What follows belongs to an exercise in optimizing a design on an open flow for small area and a short achievable clock period; a production flow would make more cautious choices. No run shown here included a check of the RTL's function; only the layout flow was run.

==> design.v <==
module cordic_unit #(
    parameter int          SHIFT = 0,
    parameter logic [15:0] TAN   = 16'h0,
    parameter int          ZWI   = 16,
    parameter int          ZWO   = 16
) (
    input  logic                   clk,
    input  logic signed [15:0]     x_i,
    input  logic signed [15:0]     y_i,
    input  logic        [15:0]     z_i,
    output logic signed [15:0]     x_o,
    output logic signed [15:0]     y_o,
    output logic        [15:0]     z_o
);
    logic [ZWO-1:0] z_r;
    assign z_o = 16'(z_r);
    logic        neg;
    logic [15:0] ys, xs;
    assign neg = z_i[ZWI-1];
    assign ys  = 16'(y_i >>> SHIFT) ^ {16{~neg}};
    assign xs  = 16'(x_i >>> SHIFT) ^ {16{neg}};
    always_ff @(posedge clk) begin
        x_o <= x_i + ys + {15'd0, ~neg};
        y_o <= y_i + xs + {15'd0, neg};
        z_r <= neg ? ZWO'(z_i) + ZWO'(TAN) : ZWO'(z_i) - ZWO'(TAN);
    end
endmodule
module cordic (
    input  logic        clk,
    input  logic        rst_n,
    input  logic [15:0] angle_i,
    output logic [15:0] sine_o,
    output logic [15:0] cosine_o
);
    localparam int K = 5;
    function automatic int ZW(input int i);
        case (i)
            0: ZW = 16;  1: ZW = 14;  2: ZW = 14;  3: ZW = 13;  4: ZW = 12;
            5: ZW = 11;  6: ZW = 10;  7: ZW = 9;   8: ZW = 8;   9: ZW = 7;
            10: ZW = 6;  11: ZW = 5;  default: ZW = 4;
        endcase
    endfunction
    function automatic logic [15:0] TAN(input int i);
        case (i)
            0: TAN = 16'h2000;  1: TAN = 16'h12E4;  2: TAN = 16'h09FB;  3: TAN = 16'h0511;
            4: TAN = 16'h028B;  5: TAN = 16'h0145;  6: TAN = 16'h00a2;  7: TAN = 16'h0051;
            8: TAN = 16'h0028;  9: TAN = 16'h0014; 10: TAN = 16'h000a; 11: TAN = 16'h0005;
            12: TAN = 16'h0002; 13: TAN = 16'h0001; default: TAN = 16'h0000;
        endcase
    endfunction
    function automatic logic [31:0] START(input logic [K:0] idx);
        logic [31:0] xy;
        case (idx)
            6'd0: xy = 32'hf1f7_7f1e;
            6'd1: xy = 32'h01e7_7fe2;
            6'd2: xy = 32'h11b0_7eaa;
            6'd3: xy = 32'h2152_7b7a;
            6'd4: xy = 32'h2f70_76c5;
            6'd5: xy = 32'h3dda_6ff1;
            6'd6: xy = 32'h4b36_6770;
            6'd7: xy = 32'h5780_5d46;
            6'd8: xy = 32'h5d46_5780;
            6'd9: xy = 32'h6770_4b36;
            6'd10: xy = 32'h6ff1_3dda;
            6'd11: xy = 32'h76c5_2f70;
            6'd12: xy = 32'h7b7a_2152;
            6'd13: xy = 32'h7eaa_11b0;
            6'd14: xy = 32'h7fe2_01e7;
            6'd15: xy = 32'h7f1e_f1f7;
            6'd16: xy = 32'h80e4_f1f5;
            6'd17: xy = 32'h8020_01e5;
            6'd18: xy = 32'h8157_11ad;
            6'd19: xy = 32'h8485_2151;
            6'd20: xy = 32'h893a_2f6e;
            6'd21: xy = 32'h900e_3dda;
            6'd22: xy = 32'h988f_4b36;
            6'd23: xy = 32'ha2b9_5782;
            6'd24: xy = 32'ha880_5d46;
            6'd25: xy = 32'hb4ca_6772;
            6'd26: xy = 32'hc226_6ff1;
            6'd27: xy = 32'hd090_76c7;
            6'd28: xy = 32'hdeae_7b7a;
            6'd29: xy = 32'hee50_7eac;
            6'd30: xy = 32'hfe19_7fe2;
            6'd31: xy = 32'h0e09_7f20;
            6'd32: xy = 32'h0e0d_80e0;
            6'd33: xy = 32'hfe1b_801e;
            6'd34: xy = 32'hee52_8155;
            6'd35: xy = 32'hdeae_8485;
            6'd36: xy = 32'hd092_8939;
            6'd37: xy = 32'hc226_900f;
            6'd38: xy = 32'hb4ca_988e;
            6'd39: xy = 32'ha87e_a2ba;
            6'd40: xy = 32'ha2ba_a87e;
            6'd41: xy = 32'h988e_b4ca;
            6'd42: xy = 32'h900f_c226;
            6'd43: xy = 32'h8939_d092;
            6'd44: xy = 32'h8485_deae;
            6'd45: xy = 32'h8155_ee52;
            6'd46: xy = 32'h801e_fe1b;
            6'd47: xy = 32'h80e0_0e0d;
            6'd48: xy = 32'h7f20_0e09;
            6'd49: xy = 32'h7fe2_fe19;
            6'd50: xy = 32'h7eac_ee50;
            6'd51: xy = 32'h7b7a_deae;
            6'd52: xy = 32'h76c7_d090;
            6'd53: xy = 32'h6ff1_c226;
            6'd54: xy = 32'h6772_b4ca;
            6'd55: xy = 32'h5d46_a880;
            6'd56: xy = 32'h5782_a2b9;
            6'd57: xy = 32'h4b36_988f;
            6'd58: xy = 32'h3dda_900e;
            6'd59: xy = 32'h2f6e_893a;
            6'd60: xy = 32'h2151_8485;
            6'd61: xy = 32'h11ad_8157;
            6'd62: xy = 32'h01e5_8020;
            6'd63: xy = 32'hf1f5_80e4;
            default: xy = 32'h0;
        endcase
        START = xy;
    endfunction
    logic signed [13:0] z1;
    assign z1 = {~angle_i[13], angle_i[12:0]};
    logic d1, d2, d3, d4;
    logic [1:0] s2;
    logic [3:0] s3;
    logic [7:0] s4;
    assign d1 = z1[13];
    assign s2[0] = z1 < 15'sd4836;
    assign s2[1] = z1 < -15'sd4836;
    assign s3[0] = z1 < 15'sd7391;
    assign s3[1] = z1 < 15'sd2281;
    assign s3[2] = z1 < -15'sd2281;
    assign s3[3] = z1 < -15'sd7391;
    assign s4[0] = z1 < 15'sd8688;
    assign s4[1] = z1 < 15'sd6094;
    assign s4[2] = z1 < 15'sd3578;
    assign s4[3] = z1 < 15'sd984;
    assign s4[4] = z1 < -15'sd984;
    assign s4[5] = z1 < -15'sd3578;
    assign s4[6] = z1 < -15'sd6094;
    assign s4[7] = z1 < -15'sd8688;
    assign d2 = s2[d1];
    assign d3 = s3[{d1, d2}];
    assign d4 = s4[{d1, d2, d3}];
    logic [1:0]  q_r;
    logic        d1_r, d2_r, d3_r, d4_r;
    logic [13:0] z1_r;
    always_ff @(posedge clk) begin
        q_r  <= angle_i[15:14];
        d1_r <= d1;
        d2_r <= d2;
        d3_r <= d3;
        d4_r <= d4;
        z1_r <= z1;
    end
    logic [10:0] z5;
    logic [31:0] xy5;
    always_comb begin
        case ({d1_r, d2_r, d3_r, d4_r})
            4'd0: z5 = 11'(z1_r - 14'sd9339);
            4'd1: z5 = 11'(z1_r - 14'sd8037);
            4'd2: z5 = 11'(z1_r - 14'sd6745);
            4'd3: z5 = 11'(z1_r - 14'sd5443);
            4'd4: z5 = 11'(z1_r - 14'sd4229);
            4'd5: z5 = 11'(z1_r - 14'sd2927);
            4'd6: z5 = 11'(z1_r - 14'sd1635);
            4'd7: z5 = 11'(z1_r - 14'sd333);
            4'd8: z5 = 11'(z1_r + 14'sd333);
            4'd9: z5 = 11'(z1_r + 14'sd1635);
            4'd10: z5 = 11'(z1_r + 14'sd2927);
            4'd11: z5 = 11'(z1_r + 14'sd4229);
            4'd12: z5 = 11'(z1_r + 14'sd5443);
            4'd13: z5 = 11'(z1_r + 14'sd6745);
            4'd14: z5 = 11'(z1_r + 14'sd8037);
            4'd15: z5 = 11'(z1_r + 14'sd9339);
        endcase
    end
    assign xy5 = START({q_r, d1_r, d2_r, d3_r, d4_r});
    logic [15:0] x5_r, y5_r;
    logic [10:0] z5_r;
    always_ff @(posedge clk) begin
        x5_r <= xy5[31:16];
        y5_r <= xy5[15:0];
        z5_r <= z5;
    end
    wire [15:0] x_w [K:16];
    wire [15:0] y_w [K:16];
    wire [15:0] z_w [K:16];
    assign x_w[K] = x5_r;
    assign y_w[K] = y5_r;
    assign z_w[K] = {5'd0, z5_r};
    genvar i;
    generate
        for (i = K; i < 16; i++) begin : g_it
            cordic_unit #(.SHIFT(i), .TAN(TAN(i)), .ZWI(ZW(i)), .ZWO(ZW(i+1)))
            u (
                .clk (clk),
                .x_i (x_w[i]),
                .y_i (y_w[i]),
                .z_i (z_w[i]),
                .x_o (x_w[i+1]),
                .y_o (y_w[i+1]),
                .z_o (z_w[i+1])
            );
        end
    endgenerate
    assign sine_o   = y_w[16];
    assign cosine_o = x_w[16];
endmodule
module cordic_angle_acc (
    input  logic        clk,
    input  logic        rst_n,
    input  logic [7:0]  freq_i,
    output logic [15:0] angle_o
);
    localparam logic [35:0] C = 36'hC6980C68B;
    function automatic logic [43:0] TL(input logic [3:0] n);   
        case (n)
            4'd0: TL = 44'h00000000000;
            4'd1: TL = 44'h00c6980c68b;
            4'd2: TL = 44'h018d3018d16;
            4'd3: TL = 44'h0253c8253a1;
            4'd4: TL = 44'h031a6031a2c;
            4'd5: TL = 44'h03e0f83e0b7;
            4'd6: TL = 44'h04a7904a742;
            4'd7: TL = 44'h056e2856dcd;
            4'd8: TL = 44'h0634c063458;
            4'd9: TL = 44'h06fb586fae3;
            4'd10: TL = 44'h07c1f07c16e;
            4'd11: TL = 44'h088888887f9;
            4'd12: TL = 44'h094f2094e84;
            4'd13: TL = 44'h0a15b8a150f;
            4'd14: TL = 44'h0adc50adb9a;
            4'd15: TL = 44'h0ba2e8ba225;
        endcase
    endfunction
    function automatic logic [43:0] TH(input logic [3:0] n);   
        case (n)
            4'd0: TH = 44'h00000000000;
            4'd1: TH = 44'h0c6980c68b0;
            4'd2: TH = 44'h18d3018d160;
            4'd3: TH = 44'h253c8253a10;
            4'd4: TH = 44'h31a6031a2c0;
            4'd5: TH = 44'h3e0f83e0b70;
            4'd6: TH = 44'h4a7904a7420;
            4'd7: TH = 44'h56e2856dcd0;
            4'd8: TH = 44'h634c0634580;
            4'd9: TH = 44'h6fb586fae30;
            4'd10: TH = 44'h7c1f07c16e0;
            4'd11: TH = 44'h88888887f90;
            4'd12: TH = 44'h94f2094e840;
            4'd13: TH = 44'ha15b8a150f0;
            4'd14: TH = 44'hadc50adb9a0;
            4'd15: TH = 44'hba2e8ba2250;
        endcase
    endfunction
    logic [7:0]  fz, fa, fb, fc;
    logic        c12;
    logic        ca, cb;
    logic [15:0] acc_lo, acc_hi;
    logic [43:0] uah, ual, ubh, ubl, uch, ucl;
    logic [12:0] s12;
    logic [16:0] s_lo;
    logic [15:0] ps_lo, pc_lo, ps_hi, pc_hi;
    logic [16:0] s_hi;
    assign uah  = TH(fa[7:4]);
    assign ual  = TL(fa[3:0]);
    assign ubh  = TH(fb[7:4]);
    assign ubl  = TL(fb[3:0]);
    assign uch  = TH(fc[7:4]);
    assign ucl  = TL(fc[3:0]);
    assign s12  = {1'b0, uah[11:0]} + {1'b0, ual[11:0]};
    assign ps_lo = acc_lo ^ ubh[27:12] ^ ubl[27:12];
    assign pc_lo = (acc_lo & ubh[27:12]) | (acc_lo & ubl[27:12]) | (ubh[27:12] & ubl[27:12]);
    assign s_lo  = {1'b0, ps_lo} + {1'b0, pc_lo[14:0], c12};
    assign ps_hi = acc_hi ^ uch[43:28] ^ ucl[43:28];
    assign pc_hi = (acc_hi & uch[43:28]) | (acc_hi & ucl[43:28]) | (uch[43:28] & ucl[43:28]);
    assign s_hi  = {ps_hi, 1'b1} + {pc_hi[14:0], ca, cb};
    assign angle_o = acc_hi;
    always_ff @(posedge clk, negedge rst_n) begin
        if (!rst_n) begin
            fz     <= 0;
            fa     <= 0;
            fb     <= 0;
            fc     <= 0;
            c12    <= 0;
            ca     <= 0;
            cb     <= 0;
            acc_lo <= 0;
            acc_hi <= 0;
        end else begin
            fz     <= freq_i;
            fa     <= fz;
            fb     <= fa;
            c12    <= s12[12];
            fc     <= fb;
            acc_lo <= s_lo[15:0];
            ca     <= s_lo[16];
            cb     <= pc_lo[15];
            acc_hi <= s_hi[16:1];
        end
    end
endmodule
module ddfs (
    input  logic        clk,
    input  logic        rst_n,
    input  logic [7:0]  freq_i,
    output logic [15:0] sine_o,
    output logic [15:0] cosine_o
);
    logic [15:0] angle;
    cordic_angle_acc ANG_ACC (
        .clk     (clk),
        .rst_n   (rst_n),
        .freq_i  (freq_i),
        .angle_o (angle)
    );
    cordic CORDIC_CORE (
        .clk      (clk),
        .rst_n    (rst_n),
        .angle_i  (angle),
        .sine_o   (sine_o),
        .cosine_o (cosine_o)
    );
endmodule
==> run.sh <==
#!/bin/bash
# synth_recipe.tcl (not shown) runs the flow's synth.tcl, then flattens the netlist and writes it again
# the make line also repeats each setting of config.mk as NAME=value (left out here)
make -C /OpenROAD-flow-scripts/flow DESIGN_CONFIG=/design/flow/config.mk WORK_HOME=/design/flow/orfs CLKGATE_MAP_FILE= SYNTH_SCRIPT=/design/flow/synth_recipe.tcl finish
==> config.mk <==
export PLATFORM = sky130hd
export DESIGN_NAME = ddfs
export DESIGN_NICKNAME = ddfs
export VERILOG_FILES = /design/flow/design.v
export SDC_FILE = /design/flow/constraint.sdc
export NUM_CORES = 4
export LEC_CHECK = 0
export ABC_AREA = 1
export CAP_MARGIN = 20
export CORE_MARGIN = 2
export CORE_UTILIZATION = 45
export CTS_CLUSTER_DIAMETER = 100
export CTS_CLUSTER_SIZE = 30
export PLACE_DENSITY = 0.6
export SETUP_SLACK_MARGIN = 5
export SLEW_MARGIN = 20
==> constraint.sdc <==
create_clock -name core_clock -period 8.0 [get_ports {clk}]
set_input_delay 1.6000 -clock core_clock [delete_from_list [all_inputs] [get_ports {clk}]]
set_output_delay 1.6000 -clock core_clock [all_outputs]
set_load 0.01 [all_outputs]
==> results.py, run 1 <==
metrics = {
    "status": {
        "status": "finished clean",
    },
    "die": {
        "start_util_pct": 45.5,
        "io_pins": 42,
        "coreArea_um2": 79000,
        "die_x_um": 287,
        "row_count": 103,
        "die-height_um": 287,
        "die_area_um2": 82200,
    },
    "setup_path": {
        "crit_fanout": 4,
        "path_class": "reg2reg",
        "endpoint_kind": "flop",
        "cp-start-kind": "flop",
        "regToRegSetupSlack_ps": 4990,
        "critPathRequiredTime_ps": 8560,
        "critPathArrivalTime_ps": 3580,
        "rr_worst_depth": 18,
        "r2r-start": "ANG_ACC.fc[0]",
        "r2r_end": "ANG_ACC.acc_hi[14]",
    },
    "route": {
        "vias": 29347,
        "routedWlPerCell_um": 15.7,
        "ant_nets": 0,
        "vias_per_cell": 5.26,
        "drt_first_pass_iters": 7,
        "drc": 0,
        "initialDrtViolationCount": 1990,
        "drt_wl_total_mm": 87.6,
    },
    "sta": {
        "max_slew.worst_pin.slew_ps": 926,
        "fmax_mhz": 332,
        "slew_violations": 0,
        "fin_setup_tns_ps": 0,
        "finalWorstSetupSlack_ps": 4990,
        "relSlewSlack_pct": 38.2,
        "setup_viol_count_final": 0,
        "clock-skew-final_ps": 36.0,
        "rsz0062_at_grt": "yes",
        "fin_crit_sh_pct": 37.7,
        "finalHoldViolations": 0,
        "period_needed_ps": 3010,
    },
    "flow_run": {
        "max_cap_violations": 0,
    },
    "finish": {
        "antenna_cells": 0,
        "drive_gt1_share_pct": 8.41,
        "nets": 5018,
        "syn_to_final_growth_pct": 10.1,
        "fillCellCount": 7617,
        "final_util_pct": 50.1,
    },
    "placed_design": {
        "port_buffers": 41,
        "hpwl_mm": 69.6,
        "dpl_worst_slack_ps": 4620,
        "gp_congestion": 0.940,
    },
    "min_path": {
        "min_from": "CORDIC_CORE.g_it[5].u.z_r[0]",
        "whs_path_depth": 0,
        "hold_end": "CORDIC_CORE.g_it[6].u.z_r[0]",
        "hold_class": "reg2reg",
    },
    "yosys": {
        "ys.warnings.count": 13,
        "ys_seq_area_share_pct": 30.7,
        "yosys-top-cells-area": "dfxtp_1 (26%), ha_1 (16%), xor2_1 (9.4%)",
        "synth_top_area_cell": "dfxtp_1",
        "synthesis.nets": 4943,
        "synth_cell_types": 71,
        "yosysMostFrequentCell": "nand2_1",
        "ys_ff_latch": 534,
        "synth_area_um2": 36000,
        "synth_top_area_share_pct": 26.0,
        "synthTopCellsByCount": "nand2_1 (804), dfxtp_1 (467), ha_1 (448), a21oi_1 (398), inv_1 (397)",
        "synthCells": 4430,
        "synth_flop_cell": "dfxtp_1",
        "avgSynthCellArea_um2": 8.12,
        "synth_edf_count": 0,
        "synthArstFlopShare_pct": 12.5,
    },
    "clocking": {
        "tritoncts": "built",
        "hold_buffers": 0,
        "clk-insertion-delay-late_ps": 630,
        "cts.sinks": 534,
        "cts_buffers": 30,
        "cts_max_level": 1,
        "clk_pin_slew_worst_paths_ps": 110,
        "cts_root_buf": "clkbuf_16",
        "clk_path_buf_depth": 3,
    },
    "global_route": {
        "grt_use_total_pct": 20.8,
        "grt_pass1_wl_mm": 142,
        "antenna_found_initial": 0,
        "grt_max_degree": 68,
        "first_global_vias": 28303,
        "grt-ovfl-total": 0,
    },
}
[critical path, cell delays in order (launching register included)]
cell and delay, ps:
dfrtp_2 450, inv_4 80, ha_4 200, nand2_2 60
inv_2 40, nor2_2 100, inv_2 60, nor2_2 110
a21oi_2 50, fa_1 560, inv_2 50, ha_4 300
nand2_4 60, o21ai_4 220, a21boi_4 90, o21ai_2 200
nand3_1 110, nand2_1 90, xor2_1 140
[cells by family (layout without fill, tap and decap cells)]
kind of cell	Yosys count	after routing	synth area share, %
buf+inv	475	573	5.26
mux	2	2	0.0592
simple gates	1452	1452	17.2
fa+ha+maj	503	503	18.7
flops	534	534	30.7
compound gates	956	956	15.8
xor+xnor	508	508	12.4
[through the flow]
step / instances / cell area, um^2 / hold slack [ps]
2_1_floorplan: 4430 / 36000 / 310
3_3_place_gp: 5479 / 37500 / 312
3_5_place_dp: 5479 / 37500 / 312
4_1_cts: 5549 / 38900 / 336
5_1_grt: 5578 / 39600 / 342
6_report: 5578 / 39600 / 332
[flip-flops by register name, summed over array words and instances (netlist names), 2 cells and up]
register                cells
ANG_ACC.acc_hi             16
ANG_ACC.acc_lo             16
ANG_ACC.fa                  8
ANG_ACC.fb                  8
ANG_ACC.fc                  8
ANG_ACC.fz                  8
CORDIC_CORE.g_it.u.x_o    176
CORDIC_CORE.g_it.u.y_o    176
CORDIC_CORE.g_it.u.z_r     55
CORDIC_CORE.q_r             2
CORDIC_CORE.x5_r           16
CORDIC_CORE.y5_r           16
CORDIC_CORE.z1_r           11
CORDIC_CORE.z5_r           11
[repair_timing]
item	CTS	global route
endpoints found under the setup margin	67	45
setup buffers	15	28
pin swaps	4	35
cloned	0	1
resized for setup	103	114
[how the worst max path moves through the flow]
| stage | from | end | slack, ps | cells past startpoint |
|---|---|---|---|---|
| floorplan | ANG_ACC.fb[4] | ANG_ACC.acc_lo[14] | 5000 | 18 |
| global placement | ANG_ACC.fc[0] | ANG_ACC.acc_hi[13] | 4670 | 16 |
| detailed placement | ANG_ACC.fb[0] | ANG_ACC.acc_lo[14] | 4620 | 15 |
| CTS | ANG_ACC.fc[4] | ANG_ACC.acc_hi[9] | 4990 | 13 |
| global route | ANG_ACC.fc[0] | ANG_ACC.acc_hi[14] | 4760 | 18 |
| finish | ANG_ACC.fc[0] | ANG_ACC.acc_hi[14] | 4990 | 18 |
[metal layers]
layer | up-vias | part of all wire [%] | track usage (%)
met5 | - | 0 | 0
li1 | 15137 | - | -
met1 | 13400 | 43 | 25.8
met2 | 659 | 50 | 38.3
met3 | 151 | 3.7 | 1.89
met4 | 0 | 3.0 | 5.47
[layout make-up]
cell class | count | area, um^2 | area share, %
multi-input cells | 3421 | 23600 | 59.7
flip-flops and latches | 534 | 11100 | 27.9
inverters | 412 | 1590 | 4.01
well taps | 1050 | 1310 | 3.32
repair buffers | 106 | 902 | 2.28
clock buffers | 36 | 826 | 2.09
clock inverters | 19 | 270 | 0.682
[placed cells by master (no fill, tap or decap), types with 62 or more instances in the layout]
| cell | synthesis | layout |
|---|---|---|
| nand2_1 | 804 | 793 |
| dfxtp_1 | 467 | 462 |
| ha_1 | 448 | 424 |
| xor2_1 | 387 | 384 |
| inv_1 | 397 | 379 |
| a21oi_1 | 398 | 379 |
| nor2_1 | 282 | 268 |
| o21ai_0 | 237 | 222 |
| nand3_1 | 213 | 210 |
| xnor2_1 | 119 | 115 |
| buf_4 | 6 | 62 |
==> run 2: changes to the inputs <==
--- a/design.v
+++ b/design.v
@@ -26,4 +26,20 @@
     end
 endmodule
+module cordic_last (
+    input  logic               clk,
+    input  logic signed [15:0] x_i,
+    input  logic signed [15:0] y_i,
+    input  logic               d_i,
+    output logic signed [15:0] x_o,
+    output logic signed [15:0] y_o
+);
+    logic signed [15:0] x15, y15;
+    assign x15 = x_i + (16'(y_i >>> 14) ^ {16{~d_i}}) + {15'd0, ~d_i};
+    assign y15 = y_i + (16'(x_i >>> 14) ^ {16{d_i}}) + {15'd0, d_i};
+    always_ff @(posedge clk) begin
+        x_o <= x15 + (16'(y15 >>> 15) ^ {16{~d_i}}) + {15'd0, ~d_i};
+        y_o <= y15 + (16'(x15 >>> 15) ^ {16{d_i}}) + {15'd0, d_i};
+    end
+endmodule
 module cordic (
     input  logic        clk,
@@ -187,5 +203,5 @@
     wire [15:0] x_w [K:16];
     wire [15:0] y_w [K:16];
-    wire [15:0] z_w [K:16];
+    wire [15:0] z_w [K:14];
     assign x_w[K] = x5_r;
     assign y_w[K] = y5_r;
@@ -193,5 +209,5 @@
     genvar i;
     generate
-        for (i = K; i < 16; i++) begin : g_it
+        for (i = K; i < 14; i++) begin : g_it
             cordic_unit #(.SHIFT(i), .TAN(TAN(i)), .ZWI(ZW(i)), .ZWO(ZW(i+1)))
             u (
@@ -206,4 +222,12 @@
         end
     endgenerate
+    cordic_last u_last (
+        .clk (clk),
+        .x_i (x_w[14]),
+        .y_i (y_w[14]),
+        .d_i (z_w[14][ZW(14)-1]),
+        .x_o (x_w[16]),
+        .y_o (y_w[16])
+    );
     assign sine_o   = y_w[16];
     assign cosine_o = x_w[16];
@@ -256,48 +280,50 @@
         endcase
     endfunction
-    logic [7:0]  fz, fa, fb, fc;
-    logic        c12;
-    logic        ca, cb;
+    logic [7:0]  fd, f0, f1, f2;
+    logic [1:0]  s_a;
+    logic        c_a, c_b, c_lo;
+    logic [15:0] inc_lo, inc_hi;
     logic [15:0] acc_lo, acc_hi;
-    logic [43:0] uah, ual, ubh, ubl, uch, ucl;
-    logic [12:0] s12;
-    logic [16:0] s_lo;
-    logic [15:0] ps_lo, pc_lo, ps_hi, pc_hi;
-    logic [16:0] s_hi;
-    assign uah  = TH(fa[7:4]);
-    assign ual  = TL(fa[3:0]);
-    assign ubh  = TH(fb[7:4]);
-    assign ubl  = TL(fb[3:0]);
-    assign uch  = TH(fc[7:4]);
-    assign ucl  = TL(fc[3:0]);
-    assign s12  = {1'b0, uah[11:0]} + {1'b0, ual[11:0]};
-    assign ps_lo = acc_lo ^ ubh[27:12] ^ ubl[27:12];
-    assign pc_lo = (acc_lo & ubh[27:12]) | (acc_lo & ubl[27:12]) | (ubh[27:12] & ubl[27:12]);
-    assign s_lo  = {1'b0, ps_lo} + {1'b0, pc_lo[14:0], c12};
-    assign ps_hi = acc_hi ^ uch[43:28] ^ ucl[43:28];
-    assign pc_hi = (acc_hi & uch[43:28]) | (acc_hi & ucl[43:28]) | (uch[43:28] & ucl[43:28]);
-    assign s_hi  = {ps_hi, 1'b1} + {pc_hi[14:0], ca, cb};
+    logic [43:0] u0h, u0l, u1h, u1l, u2h, u2l;
+    logic [14:0] s0;
+    logic [14:0] s1;
+    logic [16:0] a_lo;
+    assign u0h  = TH(f0[7:4]);
+    assign u0l  = TL(f0[3:0]);
+    assign u1h  = TH(f1[7:4]);
+    assign u1l  = TL(f1[3:0]);
+    assign u2h  = TH(f2[7:4]);
+    assign u2l  = TL(f2[3:0]);
+    assign s0   = {1'b0, u0h[13:0]} + {1'b0, u0l[13:0]};
+    assign s1   = {1'b0, u1h[27:14]} + {1'b0, u1l[27:14]} + {14'd0, c_a};
+    assign a_lo = {1'b0, acc_lo} + {1'b0, inc_lo};
     assign angle_o = acc_hi;
     always_ff @(posedge clk, negedge rst_n) begin
         if (!rst_n) begin
-            fz     <= 0;
-            fa     <= 0;
-            fb     <= 0;
-            fc     <= 0;
-            c12    <= 0;
-            ca     <= 0;
-            cb     <= 0;
+            fd     <= 0;
+            f0     <= 0;
+            f1     <= 0;
+            f2     <= 0;
+            s_a    <= 0;
+            c_a    <= 0;
+            inc_lo <= 0;
+            c_b    <= 0;
+            inc_hi <= 0;
             acc_lo <= 0;
+            c_lo   <= 0;
             acc_hi <= 0;
         end else begin
-            fz     <= freq_i;
-            fa     <= fz;
-            fb     <= fa;
-            c12    <= s12[12];
-            fc     <= fb;
-            acc_lo <= s_lo[15:0];
-            ca     <= s_lo[16];
-            cb     <= pc_lo[15];
-            acc_hi <= s_hi[16:1];
+            fd     <= freq_i;
+            f0     <= fd;
+            f1     <= f0;
+            s_a    <= s0[13:12];
+            c_a    <= s0[14];
+            f2     <= f1;
+            inc_lo <= {s1[13:0], s_a};
+            c_b    <= s1[14];
+            inc_hi <= u2h[43:28] + u2l[43:28] + {15'd0, c_b};
+            acc_lo <= a_lo[15:0];
+            c_lo   <= a_lo[16];
+            acc_hi <= acc_hi + inc_hi + {15'd0, c_lo};
         end
     end
==> run 2 against run 1 <==
- still clean
- worst setup slack worse by 370 ps
- final cell count shrank 1.5%
- utilization grew 3.1 points
- flip-flop and latch count increased by 1
- non-clock buffer count is 101 higher
- cell area grew 2.5%
- die area shrank 3.4%
==> results.py, run 2 <==
metrics = {
    "clocking": {
        "tritoncts": "built",
        "clk_path_buf_depth": 3,
        "cts_root_buf": "clkbuf_16",
        "cts.sinks": 535,
        "hold_buffers": 0,
        "clk-insertion-delay-late_ps": 620,
        "cts_max_level": 1,
        "cts_buffers": 27,
        "clk_pin_slew_worst_paths_ps": 110,
    },
    "route": {
        "met2WireLength_mm": 41.9,
        "drt_first_pass_iters": 6,
        "drt_wl_total_mm": 82.0,
        "wl_met3_mm": 2.45,
        "routedWlPerCell_um": 14.9,
        "vias_per_cell": 5.14,
        "initialDrtViolationCount": 1554,
        "drc": 0,
        "top_layer_used": "met4",
        "wl_met1_mm": 35.3,
        "vias": 28246,
        "ant_nets": 0,
    },
    "die": {
        "row_count": 101,
        "start_util_pct": 45.5,
        "die-height_um": 282,
        "die_area_um2": 79300,
        "io_pins": 42,
        "coreArea_um2": 76200,
        "die_x_um": 282,
    },
    "flow_run": {
        "max_cap_violations": 0,
    },
    "setup_path": {
        "crit_fanout": 8,
        "path_common_cell": "nand2_1",
        "regToRegSetupSlack_ps": 4620,
        "cp-startpoint": "CORDIC_CORE.g_it[13].u.z_r[3]",
        "endpoint_kind": "flop",
        "r2r-start": "CORDIC_CORE.g_it[13].u.z_r[3]",
        "cpPeakStageDelay_ps": 380,
        "path_class": "reg2reg",
        "critPathRequiredTime_ps": 8500,
        "cp-start-kind": "flop",
        "crit_slowest_cell": "dfxtp_4",
        "critPathArrivalTime_ps": 3880,
    },
    "sta": {
        "slew_violations": 0,
        "fin_setup_tns_ps": 0,
        "max_slew.worst_pin.slew_ps": 978,
        "finalWorstSetupSlack_ps": 4620,
        "setup_viol_count_final": 0,
        "finalHoldViolations": 0,
        "rsz0062_at_grt": "yes",
        "fin_crit_sh_pct": 42.3,
        "clock-skew-final_ps": 23.4,
        "period_needed_ps": 3380,
        "relSlewSlack_pct": 34.4,
        "fmax_mhz": 296,
    },
    "global_route": {
        "first_global_vias": 26946,
        "grt_pass1_wl_mm": 131,
        "grt_max_degree": 65,
        "antenna_found_initial": 0,
        "grt_use_total_pct": 19.9,
        "grt-ovfl-total": 0,
    },
    "yosys": {
        "synth_top_area_cell": "dfxtp_1",
        "synthesis.nets": 4762,
        "synthTopCellsByCount": "nand2_1 (738), ha_1 (449), inv_1 (448), dfxtp_1 (434), a21oi_1 (412)",
        "yosys-top-cells-area": "dfxtp_1 (25%), ha_1 (16%), xor2_1 (8.9%)",
        "avgSynthCellArea_um2": 8.14,
        "ys_seq_area_share_pct": 32.3,
        "synth_cell_types": 60,
        "synthArstFlopShare_pct": 18.9,
        "ys_ff_latch": 535,
        "synthCells": 4265,
        "synth_edf_count": 0,
        "synth_top_area_share_pct": 25.0,
        "synth_flop_cell": "dfxtp_1",
        "synth_area_um2": 34700,
        "yosysMostFrequentCell": "nand2_1",
        "ys.warnings.count": 12,
    },
    "finish": {
        "reg_top3": "CORDIC_CORE.g_it.u.x_o: 144 flops, CORDIC_CORE.g_it.u.y_o: 144 flops, CORDIC_CORE.g_it.u.z_r: 54 flops",
        "syn_to_final_growth_pct": 17.0,
        "drive_gt1_share_pct": 13.6,
        "mostFrequentLayoutCell": "nand2_1",
        "antenna_cells": 0,
        "final_cell_mix": "nand2_1 (672), dfxtp_1 (421), inv_1 (404)",
        "nets": 4941,
    },
    "status": {
        "status": "finished clean",
    },
    "placed_design": {
        "port_buffers": 41,
        "hpwl_mm": 61.4,
        "gp_congestion": 0.930,
        "dpl_worst_slack_ps": 3760,
    },
    "min_path": {
        "min_from": "CORDIC_CORE.g_it[11].u.z_r[0]",
        "hold_class": "reg2reg",
    },
}
-- run 2: changes by cell type after synthesis, sizes merged, moves of 33 or more --
cell / delta
dfrtp: +34
dfxtp: -33
inv: +43
nand2: -78
o21ai: -38
xnor2: +56
xor2: -38
-- run 2: layer usage --
layer	track usage, %	vias to the layer above
met2	37.6	540
li1	-	14634
met1	24.0	12939
met3	1.81	133
met4	5.58	0
met5	0	-
-- run 2: cell type report --
class / count / area (um^2)
clock buffers: 32 / 704
multi-input cells: 3216 / 23400
inverters: 455 / 1760
well taps: 1030 / 1290
repair buffers: 207 / 1900
fillers: 7038 / 35600
repair inverters: 2 / 10.0
clock inverters: 16 / 223
flip-flops and latches: 535 / 11300
-- run 2: metrics by stage --
stage / area (um^2) / hold slack, ps / utilization (%) / instances
3_3_place_gp: 36300 / 310 / 47.6 / 5285
2_1_floorplan: 34800 / 310 / - / 4265
5_1_grt: 40600 / 346 / 53.3 / 5493
4_1_cts: 39400 / 339 / 51.8 / 5438
6_report: 40600 / 338 / 53.3 / 5493
3_5_place_dp: 36300 / 312 / 47.6 / 5285
-- run 2: timing repair --
action / in CTS / in global routing
pin swaps: 85 / 116
resized for setup: 332 / 211
cloned: 8 / 1
endpoints found under the setup margin: 121 / 69
buffers inserted: 97 / 54
-- run 2: worst max-delay path: cells and delay by family, from the launching register on --
| family | cells | cell delay, ps |
|---|---|---|
| buffers and inverters | 6 | 650 |
| adder cells (fa/ha/maj) | 2 | 580 |
| flip-flops | 1 | 380 |
| AO/OA/AOI/OAI | 3 | 420 |
| XOR/XNOR | 1 | 220 |
| AND/OR/NAND/NOR | 13 | 1020 |
-- run 2: kinds of logic (layout without fill, tap and decap cells) --
family	count (synthesis)	in the layout	synth area share [%]
AOI/OAI and AO/OA	882	882	14.2
DFF	535	535	32.3
and+or+nand+nor	1315	1319	15.9
muxes	1	1	0.0288
adders and majority gates	487	487	18.4
xor gates and xnor gates	526	527	13.4
buffers and inverters	519	712	5.71
-- run 2: path summary, 6_finish.rpt --
path                       depth (start not counted)                       endpoint
max reg2reg                                       25     CORDIC_CORE.u_last.x_o[10]
min in group asynchronous                          1                  ANG_ACC.fd[4]
min reg2reg                                        0  CORDIC_CORE.g_it[12].u.z_r[0]
min                                                0  CORDIC_CORE.g_it[12].u.z_r[0]
max in group asynchronous                          2                  ANG_ACC.f2[4]
max                                               25     CORDIC_CORE.u_last.x_o[10]
==> run 3: changes to the inputs <==
--- a/design.v
+++ b/design.v
@@ -42,4 +42,36 @@
     end
 endmodule
+module cordic_pair #(
+    parameter int          SHIFT = 0,
+    parameter logic [15:0] TAN0  = 16'h0,
+    parameter logic [15:0] TAN1  = 16'h0,
+    parameter int          ZWI   = 16,
+    parameter int          ZWM   = 16,
+    parameter int          ZWO   = 16
+) (
+    input  logic               clk,
+    input  logic signed [15:0] x_i,
+    input  logic signed [15:0] y_i,
+    input  logic        [15:0] z_i,
+    output logic signed [15:0] x_o,
+    output logic signed [15:0] y_o,
+    output logic        [15:0] z_o
+);
+    logic           n0, n1;
+    logic [ZWM-1:0] zm;
+    logic [ZWO-1:0] z_r;
+    logic signed [15:0] xm, ym;
+    assign z_o = 16'(z_r);
+    assign n0 = z_i[ZWI-1];
+    assign zm = n0 ? ZWM'(z_i) + ZWM'(TAN0) : ZWM'(z_i) - ZWM'(TAN0);
+    assign n1 = zm[ZWM-1];
+    assign xm = x_i + (16'(y_i >>> SHIFT) ^ {16{~n0}}) + {15'd0, ~n0};
+    assign ym = y_i + (16'(x_i >>> SHIFT) ^ {16{n0}}) + {15'd0, n0};
+    always_ff @(posedge clk) begin
+        x_o <= xm + (16'(ym >>> (SHIFT + 1)) ^ {16{~n1}}) + {15'd0, ~n1};
+        y_o <= ym + (16'(xm >>> (SHIFT + 1)) ^ {16{n1}}) + {15'd0, n1};
+        z_r <= n1 ? ZWO'(zm) + ZWO'(TAN1) : ZWO'(zm) - ZWO'(TAN1);
+    end
+endmodule
 module cordic (
     input  logic        clk,
@@ -204,4 +236,5 @@
     wire [15:0] y_w [K:16];
     wire [15:0] z_w [K:14];
+    wire [15:0] x_w13, y_w13, z_w13;
     assign x_w[K] = x5_r;
     assign y_w[K] = y5_r;
@@ -209,5 +242,5 @@
     genvar i;
     generate
-        for (i = K; i < 14; i++) begin : g_it
+        for (i = K; i < 12; i++) begin : g_it
             cordic_unit #(.SHIFT(i), .TAN(TAN(i)), .ZWI(ZW(i)), .ZWO(ZW(i+1)))
             u (
@@ -222,4 +255,14 @@
         end
     endgenerate
+    cordic_pair #(.SHIFT(12), .TAN0(TAN(12)), .TAN1(TAN(13)), .ZWI(ZW(12)), .ZWM(ZW(13)), .ZWO(ZW(14)))
+    u_pair (
+        .clk (clk),
+        .x_i (x_w[12]),
+        .y_i (y_w[12]),
+        .z_i (z_w[12]),
+        .x_o (x_w[14]),
+        .y_o (y_w[14]),
+        .z_o (z_w[14])
+    );
     cordic_last u_last (
         .clk (clk),
@@ -280,5 +323,5 @@
         endcase
     endfunction
-    logic [7:0]  fd, f0, f1, f2;
+    logic [7:0]  fe, fd, f0, f1, f2;
     logic [1:0]  s_a;
     logic        c_a, c_b, c_lo;
@@ -301,4 +344,5 @@
     always_ff @(posedge clk, negedge rst_n) begin
         if (!rst_n) begin
+            fe     <= 0;
             fd     <= 0;
             f0     <= 0;
@@ -314,5 +358,6 @@
             acc_hi <= 0;
         end else begin
-            fd     <= freq_i;
+            fe     <= freq_i;
+            fd     <= fe;
             f0     <= fd;
             f1     <= f0;
==> run 3 against run 2 <==
- via count increased by 6.8%
- synthesized cell count up 4.7%
- register-to-register slack got worse by 210 ps
- clock skew increased by 10 ps
- global-route usage up 1.4 points
- sequential share of layout area shrank 3.0 points
- non-clock buffer count increased by 79
- die area is 0.98% higher
- critical endpoint unchanged
- largest cell class unchanged
==> results.py, run 3 <==
metrics = {
    "status": {
        "status": "finished clean",
    },
    "finish": {
        "fillCellCount": 6961,
        "nets": 5226,
        "final_cell_mix": "nand2_1 (778), inv_1 (437), dfxtp_1 (380)",
        "syn_to_final_growth_pct": 23.7,
        "antenna_cells": 0,
        "mostFrequentLayoutCell": "nand2_1",
        "seqCellArea_um2": 10800,
        "multi_input_area_um2": 25300,
        "drive_gt1_share_pct": 19.3,
        "reg_top3": "CORDIC_CORE.g_it.u.x_o: 112 flops, CORDIC_CORE.g_it.u.y_o: 112 flops, CORDIC_CORE.g_it.u.z_r: 49 flops",
    },
    "sta": {
        "hold-worst-slack_ps": 340,
        "relSlewSlack_pct": 47.7,
        "clock-skew-final_ps": 33.6,
        "setup_viol_count_final": 0,
        "finalWorstSetupSlack_ps": 4400,
        "rsz0062_at_grt": "yes",
        "period_needed_ps": 3600,
        "fin_setup_tns_ps": 0,
        "fmax_mhz": 278,
        "slew_violations": 0,
        "fin_crit_sh_pct": 44.9,
        "max_slew.worst_pin.slew_ps": 778,
        "finalHoldViolations": 0,
    },
    "die": {
        "die_area_um2": 80100,
        "io_pins": 42,
        "row_count": 102,
        "die_x_um": 283,
        "start_util_pct": 45.3,
        "die-height_um": 283,
        "coreArea_um2": 77300,
    },
    "yosys": {
        "ys_seq_area_share_pct": 30.5,
        "synth_area_um2": 35000,
        "ys_ff_latch": 507,
        "synth_top_area_cell": "dfxtp_1",
        "synthCells": 4465,
        "synth_flop_cell": "dfxtp_1",
        "synth_top_area_share_pct": 22.7,
        "synthArstFlopShare_pct": 21.5,
        "synth_edf_count": 0,
        "yosys-top-cells-area": "dfxtp_1 (23%), ha_1 (16%), nand2_1 (9.5%)",
        "synthTopCellsByCount": "nand2_1 (886), inv_1 (491), ha_1 (448), dfxtp_1 (398), a21oi_1 (393)",
        "synth_cell_types": 68,
        "ys.warnings.count": 11,
        "avgSynthCellArea_um2": 7.85,
        "synthesis.nets": 4960,
        "yosysMostFrequentCell": "nand2_1",
    },
    "flow_run": {
        "max_cap_violations": 0,
    },
    "setup_path": {
        "r2r_end": "CORDIC_CORE.u_last.x_o[10]",
        "regToRegSetupSlack_ps": 4400,
        "cp-start-kind": "flop",
        "critPathRequiredTime_ps": 8460,
        "crit_fanout": 5,
        "rr_worst_depth": 25,
        "critPathArrivalTime_ps": 4050,
        "path_class": "reg2reg",
        "endpoint_kind": "flop",
        "r2r-start": "CORDIC_CORE.u_pair.z_r[3]",
    },
    "global_route": {
        "grt_use_total_pct": 21.3,
        "grt_max_degree": 66,
        "first_global_vias": 28906,
        "grt-ovfl-total": 0,
        "grt_pass1_wl_mm": 142,
        "antenna_found_initial": 0,
    },
    "clocking": {
        "cts_max_level": 2,
        "hold_buffers": 0,
        "clk_path_buf_depth": 3,
        "clk-insertion-delay-late_ps": 590,
        "clk_pin_slew_worst_paths_ps": 110,
        "cts.sinks": 507,
        "tritoncts": "built",
        "cts_buffers": 34,
        "cts_root_buf": "clkbuf_16",
    },
    "placed_design": {
        "port_buffers": 41,
        "hpwl_mm": 64.8,
        "gp_congestion": 0.899,
        "dpl_worst_slack_ps": 3630,
    },
    "min_path": {
        "hold_end": "CORDIC_CORE.g_it[9].u.z_r[1]",
        "min_from": "CORDIC_CORE.g_it[8].u.z_r[1]",
        "whs_path_depth": 0,
        "hold_class": "reg2reg",
    },
    "route": {
        "drt_first_pass_iters": 6,
        "drc": 0,
        "initialDrtViolationCount": 1689,
        "vias_per_cell": 5.20,
        "vias": 30171,
        "drt_wl_total_mm": 91.3,
        "routedWlPerCell_um": 15.7,
        "ant_nets": 0,
    },
}
-- run 3: stage by stage --
stage               cell area, um^2  instances  util, %
floorplan                     35400       4465        -
global placement              37000       5500     47.8
detailed placement            37000       5500     47.8
CTS                           41300       5705     53.4
global route                  43400       5797     56.1
finish                        43400       5797     56.1
-- run 3: how the worst max path moves through the flow --
| stage | start | endpoint | slack [ps] | depth (start not counted) |
|---|---|---|---|---|
| 3_3_place_gp | CORDIC_CORE.u_pair.z_r[3] | CORDIC_CORE.u_last.y_o[14] | 3670 | 20 |
| 5_1_grt | CORDIC_CORE.u_pair.x_o[15] | CORDIC_CORE.u_last.x_o[10] | 4230 | 25 |
| 4_1_cts | CORDIC_CORE.g_it[11].u.z_r[3] | CORDIC_CORE.u_pair.x_o[8] | 4520 | 19 |
| 6_report | CORDIC_CORE.u_pair.z_r[3] | CORDIC_CORE.u_last.x_o[10] | 4400 | 25 |
| 2_1_floorplan | CORDIC_CORE.u_pair.z_r[3] | CORDIC_CORE.u_last.y_o[14] | 4520 | 22 |
| 3_5_place_dp | CORDIC_CORE.u_pair.z_r[3] | CORDIC_CORE.u_last.y_o[14] | 3630 | 18 |
-- run 3: cell families after synthesis --
group	Yosys count	synth area share, %
simple gates	1568	19.0
compound gates	829	13.3
buf+inv	567	6.22
xor+xnor	508	12.9
flops	507	30.5
fa+ha+maj	485	18.1
mux	1	0.0286
-- run 3: what timing repair did --
item / in CTS / in global routing
pin swaps: 149 / 172
resized for setup: 445 / 351
setup buffers: 134 / 89
endpoints found under the setup margin: 147 / 99
cloned: 9 / 3
-- run 3: layer usage --
| metal | GRT usage (%) | wire length, um | up-vias |
|---|---|---|---|
| met5 | 0 | 0 | - |
| met4 | 7.01 | 3280 | 0 |
| met3 | 1.89 | 2700 | 211 |
| met2 | 40.2 | 47100 | 629 |
| met1 | 25.2 | 38200 | 13958 |
| li1 | - | - | 15373 |
-- run 3: final cells by class --
cell class                      count  area share (%)
Multi-Input combinational cell   3396            58.3
Inverter                          506            4.59
Clock inverter                     20           0.693
Sequential cell                   507            24.8
Timing Repair Buffer              286            6.44
Clock buffer                       42            2.20
Tap cell                         1040            3.00
-- run 3: critical path: stages, from the launching register on --
cell and delay (ps):
dfxtp_4 420, xor2_4 220, buf_6 130, buf_6 120
buf_16 130, ha_4 210, nand2_2 60, nand2_2 70
nand2_2 80, nand2_2 70, a21oi_4 270, nand2_4 110
nand2_4 90, nand3b_1 140, nand2_2 120, inv_2 50
fa_2 390, a21o_1 190, nand2_1 70, nand2_2 80
nand3_4 100, nand2_4 70, nand3_2 70, nand2_1 70
nand2_1 90, nand2_1 60
==> run 4: changes to the inputs <==
--- a/design.v
+++ b/design.v
@@ -15,4 +15,24 @@
     logic [ZWO-1:0] z_r;
     assign z_o = 16'(z_r);
+    function automatic logic [16:0] add16(input logic [15:0] a, input logic [15:0] b, input logic ci);
+        logic [15:0] g, p, G, P, c;
+        g = a & b;
+        p = a ^ b;
+        g[0] = g[0] | (p[0] & ci);
+        G = g;
+        P = p;
+        for (int l = 1; l < 16; l = l * 2)
+            for (int k = 2 * l - 1; k < 16; k = k + 2 * l) begin
+                G[k] = G[k] | (P[k] & G[k-l]);
+                P[k] = P[k] & P[k-l];
+            end
+        for (int l = 4; l >= 1; l = l / 2)
+            for (int k = 3 * l - 1; k < 16; k = k + 2 * l) begin
+                G[k] = G[k] | (P[k] & G[k-l]);
+                P[k] = P[k] & P[k-l];
+            end
+        c = {G[14:0], ci};
+        add16 = {G[15], p ^ c};
+    endfunction
     logic        neg;
     logic [15:0] ys, xs;
@@ -21,57 +41,9 @@
     assign xs  = 16'(x_i >>> SHIFT) ^ {16{neg}};
     always_ff @(posedge clk) begin
-        x_o <= x_i + ys + {15'd0, ~neg};
-        y_o <= y_i + xs + {15'd0, neg};
+        x_o <= 16'(add16(x_i, ys, ~neg));
+        y_o <= 16'(add16(y_i, xs, neg));
         z_r <= neg ? ZWO'(z_i) + ZWO'(TAN) : ZWO'(z_i) - ZWO'(TAN);
     end
 endmodule
-module cordic_last (
-    input  logic               clk,
-    input  logic signed [15:0] x_i,
-    input  logic signed [15:0] y_i,
-    input  logic               d_i,
-    output logic signed [15:0] x_o,
-    output logic signed [15:0] y_o
-);
-    logic signed [15:0] x15, y15;
-    assign x15 = x_i + (16'(y_i >>> 14) ^ {16{~d_i}}) + {15'd0, ~d_i};
-    assign y15 = y_i + (16'(x_i >>> 14) ^ {16{d_i}}) + {15'd0, d_i};
-    always_ff @(posedge clk) begin
-        x_o <= x15 + (16'(y15 >>> 15) ^ {16{~d_i}}) + {15'd0, ~d_i};
-        y_o <= y15 + (16'(x15 >>> 15) ^ {16{d_i}}) + {15'd0, d_i};
-    end
-endmodule
-module cordic_pair #(
-    parameter int          SHIFT = 0,
-    parameter logic [15:0] TAN0  = 16'h0,
-    parameter logic [15:0] TAN1  = 16'h0,
-    parameter int          ZWI   = 16,
-    parameter int          ZWM   = 16,
-    parameter int          ZWO   = 16
-) (
-    input  logic               clk,
-    input  logic signed [15:0] x_i,
-    input  logic signed [15:0] y_i,
-    input  logic        [15:0] z_i,
-    output logic signed [15:0] x_o,
-    output logic signed [15:0] y_o,
-    output logic        [15:0] z_o
-);
-    logic           n0, n1;
-    logic [ZWM-1:0] zm;
-    logic [ZWO-1:0] z_r;
-    logic signed [15:0] xm, ym;
-    assign z_o = 16'(z_r);
-    assign n0 = z_i[ZWI-1];
-    assign zm = n0 ? ZWM'(z_i) + ZWM'(TAN0) : ZWM'(z_i) - ZWM'(TAN0);
-    assign n1 = zm[ZWM-1];
-    assign xm = x_i + (16'(y_i >>> SHIFT) ^ {16{~n0}}) + {15'd0, ~n0};
-    assign ym = y_i + (16'(x_i >>> SHIFT) ^ {16{n0}}) + {15'd0, n0};
-    always_ff @(posedge clk) begin
-        x_o <= xm + (16'(ym >>> (SHIFT + 1)) ^ {16{~n1}}) + {15'd0, ~n1};
-        y_o <= ym + (16'(xm >>> (SHIFT + 1)) ^ {16{n1}}) + {15'd0, n1};
-        z_r <= n1 ? ZWO'(zm) + ZWO'(TAN1) : ZWO'(zm) - ZWO'(TAN1);
-    end
-endmodule
 module cordic (
     input  logic        clk,
@@ -168,4 +140,24 @@
         START = xy;
     endfunction
+    function automatic logic [16:0] add16(input logic [15:0] a, input logic [15:0] b, input logic ci);
+        logic [15:0] g, p, G, P, c;
+        g = a & b;
+        p = a ^ b;
+        g[0] = g[0] | (p[0] & ci);
+        G = g;
+        P = p;
+        for (int l = 1; l < 16; l = l * 2)
+            for (int k = 2 * l - 1; k < 16; k = k + 2 * l) begin
+                G[k] = G[k] | (P[k] & G[k-l]);
+                P[k] = P[k] & P[k-l];
+            end
+        for (int l = 4; l >= 1; l = l / 2)
+            for (int k = 3 * l - 1; k < 16; k = k + 2 * l) begin
+                G[k] = G[k] | (P[k] & G[k-l]);
+                P[k] = P[k] & P[k-l];
+            end
+        c = {G[14:0], ci};
+        add16 = {G[15], p ^ c};
+    endfunction
     logic signed [13:0] z1;
     assign z1 = {~angle_i[13], angle_i[12:0]};
@@ -203,26 +195,28 @@
         z1_r <= z1;
     end
+    logic [13:0] off5;
     logic [10:0] z5;
     logic [31:0] xy5;
     always_comb begin
         case ({d1_r, d2_r, d3_r, d4_r})
-            4'd0: z5 = 11'(z1_r - 14'sd9339);
-            4'd1: z5 = 11'(z1_r - 14'sd8037);
-            4'd2: z5 = 11'(z1_r - 14'sd6745);
-            4'd3: z5 = 11'(z1_r - 14'sd5443);
-            4'd4: z5 = 11'(z1_r - 14'sd4229);
-            4'd5: z5 = 11'(z1_r - 14'sd2927);
-            4'd6: z5 = 11'(z1_r - 14'sd1635);
-            4'd7: z5 = 11'(z1_r - 14'sd333);
-            4'd8: z5 = 11'(z1_r + 14'sd333);
-            4'd9: z5 = 11'(z1_r + 14'sd1635);
-            4'd10: z5 = 11'(z1_r + 14'sd2927);
-            4'd11: z5 = 11'(z1_r + 14'sd4229);
-            4'd12: z5 = 11'(z1_r + 14'sd5443);
-            4'd13: z5 = 11'(z1_r + 14'sd6745);
-            4'd14: z5 = 11'(z1_r + 14'sd8037);
-            4'd15: z5 = 11'(z1_r + 14'sd9339);
+            4'd0: off5 = 14'h1b85;
+            4'd1: off5 = 14'h209b;
+            4'd2: off5 = 14'h25a7;
+            4'd3: off5 = 14'h2abd;
+            4'd4: off5 = 14'h2f7b;
+            4'd5: off5 = 14'h3491;
+            4'd6: off5 = 14'h399d;
+            4'd7: off5 = 14'h3eb3;
+            4'd8: off5 = 14'h014d;
+            4'd9: off5 = 14'h0663;
+            4'd10: off5 = 14'h0b6f;
+            4'd11: off5 = 14'h1085;
+            4'd12: off5 = 14'h1543;
+            4'd13: off5 = 14'h1a59;
+            4'd14: off5 = 14'h1f65;
+            4'd15: off5 = 14'h247b;
         endcase
     end
+    assign z5 = 11'(add16({2'b0, z1_r}, {2'b0, off5}, 1'b0));
     assign xy5 = START({q_r, d1_r, d2_r, d3_r, d4_r});
     logic [15:0] x5_r, y5_r;
@@ -235,6 +229,5 @@
     wire [15:0] x_w [K:16];
     wire [15:0] y_w [K:16];
-    wire [15:0] z_w [K:14];
-    wire [15:0] x_w13, y_w13, z_w13;
+    wire [15:0] z_w [K:16];
     assign x_w[K] = x5_r;
     assign y_w[K] = y5_r;
@@ -242,5 +235,5 @@
     genvar i;
     generate
-        for (i = K; i < 12; i++) begin : g_it
+        for (i = K; i < 16; i++) begin : g_it
             cordic_unit #(.SHIFT(i), .TAN(TAN(i)), .ZWI(ZW(i)), .ZWO(ZW(i+1)))
             u (
@@ -255,22 +248,4 @@
         end
     endgenerate
-    cordic_pair #(.SHIFT(12), .TAN0(TAN(12)), .TAN1(TAN(13)), .ZWI(ZW(12)), .ZWM(ZW(13)), .ZWO(ZW(14)))
-    u_pair (
-        .clk (clk),
-        .x_i (x_w[12]),
-        .y_i (y_w[12]),
-        .z_i (z_w[12]),
-        .x_o (x_w[14]),
-        .y_o (y_w[14]),
-        .z_o (z_w[14])
-    );
-    cordic_last u_last (
-        .clk (clk),
-        .x_i (x_w[14]),
-        .y_i (y_w[14]),
-        .d_i (z_w[14][ZW(14)-1]),
-        .x_o (x_w[16]),
-        .y_o (y_w[16])
-    );
     assign sine_o   = y_w[16];
     assign cosine_o = x_w[16];
@@ -283,4 +258,24 @@
 );
     localparam logic [35:0] C = 36'hC6980C68B;
+    function automatic logic [16:0] add16(input logic [15:0] a, input logic [15:0] b, input logic ci);
+        logic [15:0] g, p, G, P, c;
+        g = a & b;
+        p = a ^ b;
+        g[0] = g[0] | (p[0] & ci);
+        G = g;
+        P = p;
+        for (int l = 1; l < 16; l = l * 2)
+            for (int k = 2 * l - 1; k < 16; k = k + 2 * l) begin
+                G[k] = G[k] | (P[k] & G[k-l]);
+                P[k] = P[k] & P[k-l];
+            end
+        for (int l = 4; l >= 1; l = l / 2)
+            for (int k = 3 * l - 1; k < 16; k = k + 2 * l) begin
+                G[k] = G[k] | (P[k] & G[k-l]);
+                P[k] = P[k] & P[k-l];
+            end
+        c = {G[14:0], ci};
+        add16 = {G[15], p ^ c};
+    endfunction
     function automatic logic [43:0] TL(input logic [3:0] n);   
         case (n)
@@ -323,5 +318,5 @@
         endcase
     endfunction
-    logic [7:0]  fe, fd, f0, f1, f2;
+    logic [7:0]  f0, f1, f2;
     logic [1:0]  s_a;
     logic        c_a, c_b, c_lo;
@@ -338,12 +333,10 @@
     assign u2h  = TH(f2[7:4]);
     assign u2l  = TL(f2[3:0]);
-    assign s0   = {1'b0, u0h[13:0]} + {1'b0, u0l[13:0]};
-    assign s1   = {1'b0, u1h[27:14]} + {1'b0, u1l[27:14]} + {14'd0, c_a};
-    assign a_lo = {1'b0, acc_lo} + {1'b0, inc_lo};
+    assign s0   = 15'(add16({2'd0, u0h[13:0]}, {2'd0, u0l[13:0]}, 1'b0));
+    assign s1   = 15'(add16({2'd0, u1h[27:14]}, {2'd0, u1l[27:14]}, c_a));
+    assign a_lo = add16(acc_lo, inc_lo, 1'b0);
     assign angle_o = acc_hi;
     always_ff @(posedge clk, negedge rst_n) begin
         if (!rst_n) begin
-            fe     <= 0;
-            fd     <= 0;
             f0     <= 0;
             f1     <= 0;
@@ -358,7 +351,5 @@
             acc_hi <= 0;
         end else begin
-            fe     <= freq_i;
-            fd     <= fe;
-            f0     <= fd;
+            f0     <= freq_i;
             f1     <= f0;
             s_a    <= s0[13:12];
@@ -367,8 +358,8 @@
             inc_lo <= {s1[13:0], s_a};
             c_b    <= s1[14];
-            inc_hi <= u2h[43:28] + u2l[43:28] + {15'd0, c_b};
+            inc_hi <= 16'(add16(u2h[43:28], u2l[43:28], c_b));
             acc_lo <= a_lo[15:0];
             c_lo   <= a_lo[16];
-            acc_hi <= acc_hi + inc_hi + {15'd0, c_lo};
+            acc_hi <= 16'(add16(acc_hi, inc_hi, c_lo));
         end
     end
==> run 4 against run 3 <==
- global-route usage is 4.2 points lower
- utilization is 3.6 points lower
- worst setup slack better by 430 ps
- die area is 2.6% lower
- synthesized area is 2.6% lower
- routed wire length is 26% lower
- fmax is 14% higher
==> results.py, run 4 <==
metrics = {
    "status": {
        "status": "finished clean",
    },
    "die": {
        "die_x_um": 279,
        "start_util_pct": 45.7,
        "coreArea_um2": 74700,
        "io_pins": 42,
        "die_area_um2": 78000,
        "die-height_um": 279,
        "row_count": 100,
    },
    "placed_design": {
        "hpwl_mm": 50.9,
        "gp_congestion": 0.925,
        "dpl.cell_count": 4598,
        "dpl_worst_slack_ps": 4040,
        "place_area_um2": 36000,
        "port_buffers": 41,
    },
    "yosys": {
        "synth_cell_types": 56,
        "synth_top_area_cell": "dfxtp_1",
        "synth_edf_count": 0,
        "synthesis.nets": 4279,
        "synth_flop_cell": "dfxtp_1",
        "synth_area_um2": 34100,
        "ys_seq_area_share_pct": 34.8,
        "synthCells": 3637,
        "ys_ff_latch": 570,
        "yosysMostFrequentCell": "inv_1",
        "synthTopCellsByCount": "inv_1 (709), dfxtp_1 (477), ha_1 (414), nand2_1 (394), fa_1 (218)",
        "synthArstFlopShare_pct": 16.3,
        "yosys-top-cells-area": "dfxtp_1 (28%), ha_1 (15%), fa_1 (13%)",
        "avgSynthCellArea_um2": 9.38,
        "synth_top_area_share_pct": 28.0,
        "ys.warnings.count": 13,
    },
    "clocking": {
        "clk_pin_slew_worst_paths_ps": 110,
        "hold_buffers": 0,
        "clk-insertion-delay-late_ps": 630,
        "cts_buffers": 28,
        "cts_root_buf": "clkbuf_16",
        "cts.sinks": 570,
        "cts_max_level": 1,
        "tritoncts": "built",
        "clk_path_buf_depth": 3,
    },
    "route": {
        "vias_per_cell": 4.83,
        "drc": 0,
        "vias": 23063,
        "drt_first_pass_iters": 5,
        "routedWlPerCell_um": 14.1,
        "initialDrtViolationCount": 1003,
        "drt_wl_total_mm": 67.3,
        "ant_nets": 0,
    },
    "global_route": {
        "grt_max_degree": 59,
        "grt_pass1_wl_mm": 111,
        "antenna_found_initial": 0,
        "first_global_vias": 22689,
        "grt_use_total_pct": 17.1,
        "grt-ovfl-total": 0,
    },
    "setup_path": {
        "cp-startpoint": "ANG_ACC.f2[0]",
        "r2r-start": "ANG_ACC.f2[0]",
        "endpoint_kind": "flop",
        "path_cells": "inv_4, ha_2, a21oi_2, o22ai_2, fa_2, fa_2, nand2_1, nand2_1, a21oi_2, nor2_1, nor2_1, nor2_1, o21ai_1, nand2_2, nand3_2, nand2_2, fa_2, xor2_1",
        "critPathArrivalTime_ps": 3680,
        "crit_family": "adder cells",
        "crit_buf_inv": 1,
        "critPathRequiredTime_ps": 8510,
        "cp-start-kind": "flop",
        "crit_slowest_cell": "dfrtp_2",
        "crit_fanout": 3,
        "path_class": "reg2reg",
        "cpPeakStageDelay_ps": 410,
    },
    "sta": {
        "rsz0062_at_grt": "yes",
        "fin_setup_tns_ps": 0,
        "hold-worst-slack_ps": 335,
        "period_needed_ps": 3160,
        "fmax_mhz": 316,
        "slew_violations": 0,
        "clock-skew-final_ps": 47.6,
        "setup_viol_count_final": 0,
        "finalWorstSetupSlack_ps": 4840,
        "max_slew.worst_pin.slew_ps": 880,
        "finalHoldViolations": 0,
        "relSlewSlack_pct": 41.3,
        "fin_crit_sh_pct": 39.5,
    },
    "finish": {
        "drive_gt1_share_pct": 12.5,
        "final_util_pct": 52.5,
        "antenna_cells": 0,
        "final_cell_mix": "inv_1 (673), dfxtp_1 (460), ha_1 (383)",
        "reg_top3": "CORDIC_CORE.g_it.u.x_o: 176 flops, CORDIC_CORE.g_it.u.y_o: 176 flops, CORDIC_CORE.g_it.u.z_r: 55 flops",
        "layoutNonFillerInstCount": 4774,
        "syn_to_final_growth_pct": 14.9,
        "nets": 4427,
        "fillCellCount": 6682,
        "design_area_um2": 39200,
        "mostFrequentLayoutCell": "inv_1",
    },
    "min_path": {
        "min_from": "CORDIC_CORE.g_it[5].u.z_r[0]",
        "hold_class": "reg2reg",
    },
    "flow_run": {
        "max_cap_violations": 0,
    },
}
-- run 4: cell count changes after synthesis, moves of 100 or more --
cell	change
nand2_1	-492
a21oi_1	-228
inv_1	+218
nand3_1	-202
xor2_1	-184
fa_1	+181
nor2_1	-100
-- run 4: logic make-up (layout without fill, tap and decap cells) --
group	count (synthesis)	count (layout)	share of synthesized area (%)
XOR/XNOR	370	370	9.50
flip-flops	570	570	34.8
AO/OA/AOI/OAI	605	605	10.8
adder cells (fa/ha/maj)	632	632	28.0
AND/OR/NAND/NOR	675	675	8.00
multiplexers	11	11	0.330
buffers and inverters	774	942	8.62
-- run 4: path summary, 6_finish.rpt --
kind                       slack (ps)                      endpoint  cells after the start
max                              4840            ANG_ACC.inc_hi[11]                     18
min                               330  CORDIC_CORE.g_it[6].u.z_r[0]                      0
max reg2reg                      4840            ANG_ACC.inc_hi[11]                     18
min reg2reg                       330  CORDIC_CORE.g_it[6].u.z_r[0]                      0
max in group asynchronous        5980            ANG_ACC.acc_hi[12]                      2
min in group asynchronous         920                 ANG_ACC.f0[2]                      1
-- run 4: worst reg2reg max path: cells and delay by family (launching register included) --
| kind | cells | cell delay (ps) |
|---|---|---|
| and+or+nand+nor | 8 | 610 |
| adders and majority gates | 4 | 1240 |
| DFF | 1 | 410 |
| xor gates and xnor gates | 1 | 150 |
| AOI/OAI and AO/OA | 4 | 600 |
| buffers and inverters | 1 | 50 |
-- run 4: timing repair --
item	4_1_cts	5_1_grt
setup buffers	72	51
endpoints found under the setup margin	204	91
pin swaps	36	54
cloned	1	2
gates resized for setup	158	170
-- run 4: area by class of cell --
| class | count | area, um^2 | share of cell area (%) |
|---|---|---|---|
| inverter | 715 | 2740 | 6.99 |
| clock buffer | 33 | 761 | 1.94 |
| clock inverter | 17 | 254 | 0.648 |
| sequential | 570 | 12000 | 30.5 |
| timing repair buffer | 177 | 1540 | 3.92 |
| multi-input combinational | 2293 | 20700 | 52.9 |
| tap | 969 | 1210 | 3.09 |
-- run 4: metal layers --
metal	wire (um)	GRT usage, %	vias to the layer above
li1	-	-	11804
met1	28900	20.9	10808
met2	34600	31.9	343
met4	2020	4.74	0
met3	1790	1.48	108
met5	0	0	-

==> port drivers added, routing unchanged <==
Ports are ideal in the flow. The routed layouts listed here were re-timed in OpenROAD. Step 1 (the two cells are an assumption about what drives the block):
set clk [get_ports {clk}]
set_driving_cell -lib_cell sky130_fd_sc_hd__clkbuf_16 $clk
set_driving_cell -lib_cell sky130_fd_sc_hd__buf_2 [delete_from_list [all_inputs] $clk]
Step 2 times the ports against the registers' clock, not the clock port: input delays grow and output delays shrink by t, the midpoint of the rising clock arrivals with the driver on. Slacks: ideal / step 1 / step 2; pairs: ideal / step 1.
run | t (ns) | setup WS [ns] | hold slack, ns | slew at the worst register clock pin (ns) | worst data-port slew with drivers (ns)
run 1 | 0.681 | 4.985 / 4.985 / 4.985 | 0.332 / 0.332 / 0.332 | 0.12 / 0.12 | 0.04
run 2 | 0.671 | 4.616 / 4.616 / 4.616 | 0.338 / 0.338 / 0.338 | 0.12 / 0.12 | 0.04
run 3 | 0.643 | 4.405 / 4.405 / 4.405 | 0.340 / 0.340 / 0.340 | 0.11 / 0.11 | 0.04
run 4 | 0.670 | 4.836 / 4.836 / 4.836 | 0.335 / 0.335 / 0.335 | 0.11 / 0.11 | 0.05
After both steps setup and hold are still met in every run listed.
